Background: an optimization exercise with open tools, aiming at a short achievable clock period and few clock cycles. Do not read the settings as production practice. Power and IR drop assume default switching activity.

## job 101
Design cpu_top, start of the top module:
module cpu_top (DIN, Resetn, Clock, Run, Done, BusWires, debug_reg0, debug_reg1,
debug_reg2, debug_reg3, debug_reg4, debug_reg5, debug_reg6, debug_reg7);
	input wire [8:0] DIN;
	input wire Resetn, Clock, Run;
	output wire Done;
	output wire [8:0] BusWires;
	output wire [8:0] debug_reg0, debug_reg1;
	output wire [8:0] debug_reg2, debug_reg3, debug_reg4, debug_reg5, debug_reg6, debug_reg7;
	localparam mvi = 3'b001;
	reg [8:0] R [0:7];
	reg [8:0] SH [0:7];  
	reg       pend;      
	reg [2:0] pend_x;    
	wire [2:0] op = DIN[8:6];
	wire [2:0] X  = DIN[5:3];
	wire [2:0] Y  = DIN[2:0];
	wire [7:0] xd, yd, yd2;
	dec3to8 decX (X, xd);
	dec3to8 decY (Y, yd);
	dec3to8 decY2 (Y, yd2);
	reg [8:0] a, b, oh;
	integer n;
	always @*
	begin
		a = 9'b0;
		b = 9'b0;
		oh = 9'b0;
		for (n = 0; n < 8; n = n + 1)
		begin
			a = a | ({9{xd[n]}} & R[n]);
			b = b | ({9{yd[n]}} & R[n]);
			oh = oh | ({9{yd2[n]}} & SH[n]);
		end
	end
	wire [7:0] xd2, yd3;
	dec3to8 decX2 (X, xd2);
	dec3to8 decY3 (Y, yd3);
	wire [63:0] LT;
	wire [7:0] wxd;    
	reg lt_sel;
	integer p, q;
	always @*
	begin
		lt_sel = 1'b0;
		for (p = 0; p < 8; p = p + 1)
			for (q = 0; q < 8; q = q + 1)
				lt_sel = lt_sel | (xd2[p] & yd3[q] & LT[p*8+q]);
	end
	wire [8:0] alu_out;
	ALU alu (.en(~pend), .instruction(op), .input_a(a), .input_b(b), .shift_oh(oh), .lt(lt_sel), .result(alu_out));
	wire run_exec = Run & ~pend & (op != mvi);
	wire run_mvi  = Run & ~pend & (op == mvi);
	assign Done     = run_exec | pend;
	wire [8:0] wdata;
	mux_10_to_1 bus_port (.DIN(DIN), .alu_out(alu_out), .pend(pend), .bus_out(BusWires));
	mux_10_to_1 bus_write (.DIN(DIN), .alu_out(alu_out), .pend(pend), .bus_out(wdata));
	wire [8:0] bus_oh;
	num_on_bits pc (.num_in(wdata[7:0]), .one_hot(bus_oh));
	wire [2:0] wx = pend ? pend_x : X;
	dec3to8 decW (wx, wxd);
	genvar gx, gy;
	generate
		for (gx = 0; gx < 8; gx = gx + 1) begin : g_ltx
			for (gy = 0; gy < 8; gy = gy + 1) begin : g_lty
  ...
Size: ~94 I/O pins.
==> module ALU, before the edit <==
module ALU(en, instruction, input_a, input_b, shift_oh, lt, result);
	input wire en;                 
	input wire [8:0] input_a, input_b;
	input wire [2:0] instruction;
	input wire [8:0] shift_oh;    
	input wire lt;                
	output wire [8:0] result;
	localparam MV = 3'b000, ADD = 3'b010, SUB = 3'b011, SLL = 3'b111, SRL = 3'b110;
	wire [7:0] a = input_a[7:0];
	wire [7:0] b = input_b[7:0];
	wire sa = input_a[8];
	wire sb = input_b[8];
	wire [7:0] cs;                        
	wire [7:0] gs_all, ps_all;
	ks_prefix8 u_s (.g(a & b), .p(a ^ b), .G(gs_all), .P(ps_all));
	assign cs = {gs_all[6:0], 1'b0};
	wire [7:0] sum = (a ^ b) ^ cs;
	wire [7:0] pd = ~(a ^ b);
	wire [7:0] gd = a & ~b;
	wire [7:0] Gd, Pd;
	ks_prefix8 u_d (.g(gd), .p(pd), .G(Gd), .P(Pd));
	wire [7:0] c0 = {Gd[6:0], 1'b0};               
	wire [7:0] c1 = {Gd[6:0] | Pd[6:0], 1'b1};     
	wire [7:0] amb = pd ^ c1;                      
	wire [7:0] bma = ~(pd ^ c0);                   
	reg [7:0] shl, shr;
	integer j, k;
	always @*
	begin
		shl = 8'b0;
		shr = 8'b0;
		for (j = 0; j < 8; j = j + 1)
			for (k = 0; k < 8; k = k + 1)
			begin
				if (k <= j)
					shl[j] = shl[j] | (a[j-k] & shift_oh[k]);
				if (j + k < 8)
					shr[j] = shr[j] | (a[j+k] & shift_oh[k]);
			end
	end
	wire is_add = en & (instruction == ADD);
	wire is_sub = en & (instruction == SUB);
	wire is_sll = en & (instruction == SLL);
	wire is_srl = en & (instruction == SRL);
	wire is_mv  = en & (instruction == MV);
	wire eq_s   = (sa == sb);
	wire use_sum  = (is_add & eq_s) | (is_sub & ~sa & sb);
	wire use_absd = (is_add & ~eq_s) | (is_sub & eq_s);
	wire use_bma  = is_sub & sa & ~sb;
	wire sel_sum = use_sum;
	wire sel_bma = use_bma | (use_absd & lt);
	wire sel_amb = use_absd & ~lt;
	wire [7:0] other = ({8{is_sll}} & shl) | ({8{is_srl}} & shr) | ({8{is_mv}} & b);
	assign result[7:0] = ({8{sel_sum}} & sum) | ({8{sel_bma}} & bma) | ({8{sel_amb}} & amb) | other;
	wire sgn_static = (is_mv & sb) | ((is_add | is_sub | is_sll | is_srl) & sa);
	assign result[8] = use_absd ? (lt ^ (is_sub & sa)) : sgn_static;
endmodule
==> module cpu_top, before the edit <==
module cpu_top (DIN, Resetn, Clock, Run, Done, BusWires, debug_reg0, debug_reg1,
debug_reg2, debug_reg3, debug_reg4, debug_reg5, debug_reg6, debug_reg7);
	input wire [8:0] DIN;
	input wire Resetn, Clock, Run;
	output wire Done;
	output wire [8:0] BusWires;
	output wire [8:0] debug_reg0, debug_reg1;
	output wire [8:0] debug_reg2, debug_reg3, debug_reg4, debug_reg5, debug_reg6, debug_reg7;
	localparam mvi = 3'b001;
	reg [8:0] R [0:7];
	reg [8:0] SH [0:7];  
	reg       pend;      
	reg [2:0] pend_x;    
	wire [2:0] op = DIN[8:6];
	wire [2:0] X  = DIN[5:3];
	wire [2:0] Y  = DIN[2:0];
	wire [7:0] xd, yd, yd2;
	dec3to8 decX (X, xd);
	dec3to8 decY (Y, yd);
	dec3to8 decY2 (Y, yd2);
	reg [8:0] a, b, oh;
	integer n;
	always @*
	begin
		a = 9'b0;
		b = 9'b0;
		oh = 9'b0;
		for (n = 0; n < 8; n = n + 1)
		begin
			a = a | ({9{xd[n]}} & R[n]);
			b = b | ({9{yd[n]}} & R[n]);
			oh = oh | ({9{yd2[n]}} & SH[n]);
		end
	end
	wire [7:0] xd2, yd3;
	dec3to8 decX2 (X, xd2);
	dec3to8 decY3 (Y, yd3);
	wire [63:0] LT;
	wire [7:0] wxd;    
	reg lt_sel;
	integer p, q;
	always @*
	begin
		lt_sel = 1'b0;
		for (p = 0; p < 8; p = p + 1)
			for (q = 0; q < 8; q = q + 1)
				lt_sel = lt_sel | (xd2[p] & yd3[q] & LT[p*8+q]);
	end
	wire [8:0] alu_out;
	ALU alu (.en(~pend), .instruction(op), .input_a(a), .input_b(b), .shift_oh(oh), .lt(lt_sel), .result(alu_out));
	wire run_exec = Run & ~pend & (op != mvi);
	wire run_mvi  = Run & ~pend & (op == mvi);
	assign Done     = run_exec | pend;
	wire [8:0] wdata;
	mux_10_to_1 bus_port (.DIN(DIN), .alu_out(alu_out), .pend(pend), .bus_out(BusWires));
	mux_10_to_1 bus_write (.DIN(DIN), .alu_out(alu_out), .pend(pend), .bus_out(wdata));
	wire [8:0] bus_oh;
	num_on_bits pc (.num_in(wdata[7:0]), .one_hot(bus_oh));
	wire [2:0] wx = pend ? pend_x : X;
	dec3to8 decW (wx, wxd);
	genvar gx, gy;
	generate
		for (gx = 0; gx < 8; gx = gx + 1) begin : g_ltx
			for (gy = 0; gy < 8; gy = gy + 1) begin : g_lty
				if (gx == gy) begin : g_same
					assign LT[gx*8+gy] = 1'b0;
				end else begin : g_pair
					reg lt_q;
					always @(posedge Clock, negedge Resetn)
						if (!Resetn)
							lt_q <= 1'b0;
						else if (Done & (wxd[gx] | wxd[gy]))
							lt_q <= wxd[gx] ? w_lt[gy] : w_gt[gx];
					assign LT[gx*8+gy] = lt_q;
				end
			end
		end
	endgenerate
	wire [7:0] w_lt, w_gt;
	genvar gj;
	generate
		for (gj = 0; gj < 8; gj = gj + 1) begin : g_cmp
			mag_lt c (.a(wdata[7:0]), .b(R[gj][7:0]), .lt(w_lt[gj]), .gt(w_gt[gj]));
		end
	endgenerate
	integer i;
	always @(posedge Clock, negedge Resetn)
	begin
		if (!Resetn)
		begin
			pend <= 1'b0;
			pend_x <= 3'b0;
			for (i = 0; i < 8; i = i + 1)
			begin
				R[i] <= 9'b0;
				SH[i] <= 9'b1;
			end
		end
		else
		begin
			pend <= run_mvi;
			if (run_mvi)
				pend_x <= X;
			if (Done)
			begin
				R[wx] <= wdata;
				SH[wx] <= bus_oh;
			end
		end
	end
	assign debug_reg0 = R[0];
	assign debug_reg1 = R[1];
	assign debug_reg2 = R[2];
	assign debug_reg3 = R[3];
	assign debug_reg4 = R[4];
	assign debug_reg5 = R[5];
	assign debug_reg6 = R[6];
	assign debug_reg7 = R[7];
endmodule
Settings: LEC_CHECK=0, CAP_MARGIN=20, CORE_MARGIN=2, CORE_UTILIZATION=50, PLACE_DENSITY=0.7, SETUP_SLACK_MARGIN=3.5, SLEW_MARGIN=20, SYNTH_HIERARCHICAL=1, SYNTH_MINIMUM_KEEP_SIZE=0; clock period 7.5 ns.
run.sh (not shown) runs the stock make flow with config.mk's settings and CLKGATE_MAP_FILE= SYNTH_SCRIPT=/design/flow/synth_recipe.tcl, a recipe that flattens the netlist after the stock synthesis.
The flow did not stop early for job 101: all stages ran, and the layout cleared the timing, design-rule and antenna checks.
Here is what was changed in the inputs of job 105 compared with job 101.
--- a/flow/design.v
+++ b/flow/design.v
@@ -38,15 +38,18 @@
 			4'b0011, 4'b0101, 4'b0110, 4'b1001, 4'b1010, 4'b1100: c = 5'b00100;
 			4'b1111: c = 5'b10000;
 			default: c = 5'b01000;
 		endcase
 endmodule
-module ALU(en, instruction, input_a, input_b, shift_oh, lt, result);
+module ALU(en, instruction, input_a, input_b, shift_oh, lt, din, din_en, result, bus);
 	input wire en;                 
 	input wire [8:0] input_a, input_b;
 	input wire [2:0] instruction;
 	input wire [8:0] shift_oh;    
+	input wire [8:0] din;         
+	input wire din_en;
+	output wire [8:0] bus;        
 	input wire lt;                
 	output wire [8:0] result;
 	localparam MV = 3'b000, ADD = 3'b010, SUB = 3'b011, SLL = 3'b111, SRL = 3'b110;
 	wire [7:0] a = input_a[7:0];
 	wire [7:0] b = input_b[7:0];
@@ -91,13 +94,16 @@
 	wire use_bma  = is_sub & sa & ~sb;
 	wire sel_sum = use_sum;
 	wire sel_bma = use_bma | (use_absd & lt);
 	wire sel_amb = use_absd & ~lt;
 	wire [7:0] other = ({8{is_sll}} & shl) | ({8{is_srl}} & shr) | ({8{is_mv}} & b);
-	assign result[7:0] = ({8{sel_sum}} & sum) | ({8{sel_bma}} & bma) | ({8{sel_amb}} & amb) | other;
+	wire [7:0] arith = ({8{sel_sum}} & sum) | ({8{sel_bma}} & bma) | ({8{sel_amb}} & amb);
+	assign result[7:0] = arith | other;
+	assign bus[7:0] = arith | other | ({8{din_en}} & din[7:0]);
 	wire sgn_static = (is_mv & sb) | ((is_add | is_sub | is_sll | is_srl) & sa);
 	assign result[8] = use_absd ? (lt ^ (is_sub & sa)) : sgn_static;
+	assign bus[8] = result[8] | (din_en & din[8]);
 endmodule
 module ks_prefix8(g, p, G, P);
 	input wire [7:0] g, p;
 	output wire [7:0] G, P;
 	wire [7:0] g1, p1, g2, p2;
@@ -213,16 +219,16 @@
 		for (p = 0; p < 8; p = p + 1)
 			for (q = 0; q < 8; q = q + 1)
 				lt_sel = lt_sel | (xd2[p] & yd3[q] & LT[p*8+q]);
 	end
 	wire [8:0] alu_out;
-	ALU alu (.en(~pend), .instruction(op), .input_a(a), .input_b(b), .shift_oh(oh), .lt(lt_sel), .result(alu_out));
+	ALU alu (.en(~pend), .instruction(op), .input_a(a), .input_b(b), .shift_oh(oh), .lt(lt_sel),
+	          .din(DIN), .din_en(pend), .result(alu_out), .bus(BusWires));
 	wire run_exec = Run & ~pend & (op != mvi);
 	wire run_mvi  = Run & ~pend & (op == mvi);
 	assign Done     = run_exec | pend;
 	wire [8:0] wdata;
-	mux_10_to_1 bus_port (.DIN(DIN), .alu_out(alu_out), .pend(pend), .bus_out(BusWires));
 	mux_10_to_1 bus_write (.DIN(DIN), .alu_out(alu_out), .pend(pend), .bus_out(wdata));
 	wire [8:0] bus_oh;
 	num_on_bits pc (.num_in(wdata[7:0]), .one_hot(bus_oh));
 	wire [2:0] wx = pend ? pend_x : X;
 	dec3to8 decW (wx, wxd);
Notes after the runs:
Job 105 did not stop at any stage, and its layout met the timing, design-rule and antenna checks. Reported for job 105 and job 101, remaining global-route overflow turned out identical to the last digit. When job 105 is measured against job 101, its HPWL after detailed placement turns out 0.42% higher. From job 101 to job 105 the numbers moved as follows: internal cell power now larger, core utilization now larger. Initial cell density of the core, job 105 and job 101, lower one = job 105. Compared with job 101, in job 105 total chip power now sits higher, worst slew slack as a fraction of its limit shrank by 4.0 points, total global routing track utilization increased 2.1 points, total wirelength of the detailed-routed design climbed 5000 um. Diff job 101 -> job 105: worst hold slack now sits at about the same level; flop-to-flop setup slack lost 170 ps. On job 105: area added between synthesis and finish is 10 points higher than what job 101 gave.
Function was not checked in any run of this note: the RTL went through the layout flow alone.

==> separate check: timing with driven ports <==
Ports are ideal in the flow. The routed layouts listed here were re-timed in OpenROAD. Step 1 sets driving cells, clkbuf_16 on the clock port and buf_2 on the other inputs (assumed; they add their load-dependent delay and slew). Step 2 times the ports against the registers' clock, not the clock port: input delays grow and output delays shrink by t, the midpoint of the rising clock arrivals with the driver on. a / b / c = no drivers / after step 1 / after step 2; a / b = the first two.
run | shift t [ns] | setup WS [ns] | hold WS [ns] | pins driven straight from the clock port
job 101 | 0.500 | 1.657 / 1.604 / 1.272 | 0.511 / 0.511 / 0.511 | 1
job 105 | 0.511 | 1.558 / 1.503 / 1.018 | 0.513 / 0.513 / 0.513 | 1
After both steps every run listed still meets setup and hold. For job 105, which loses most, drivers alone change the setup slack by -0.055 ns; drivers and shift together by -0.540 ns.
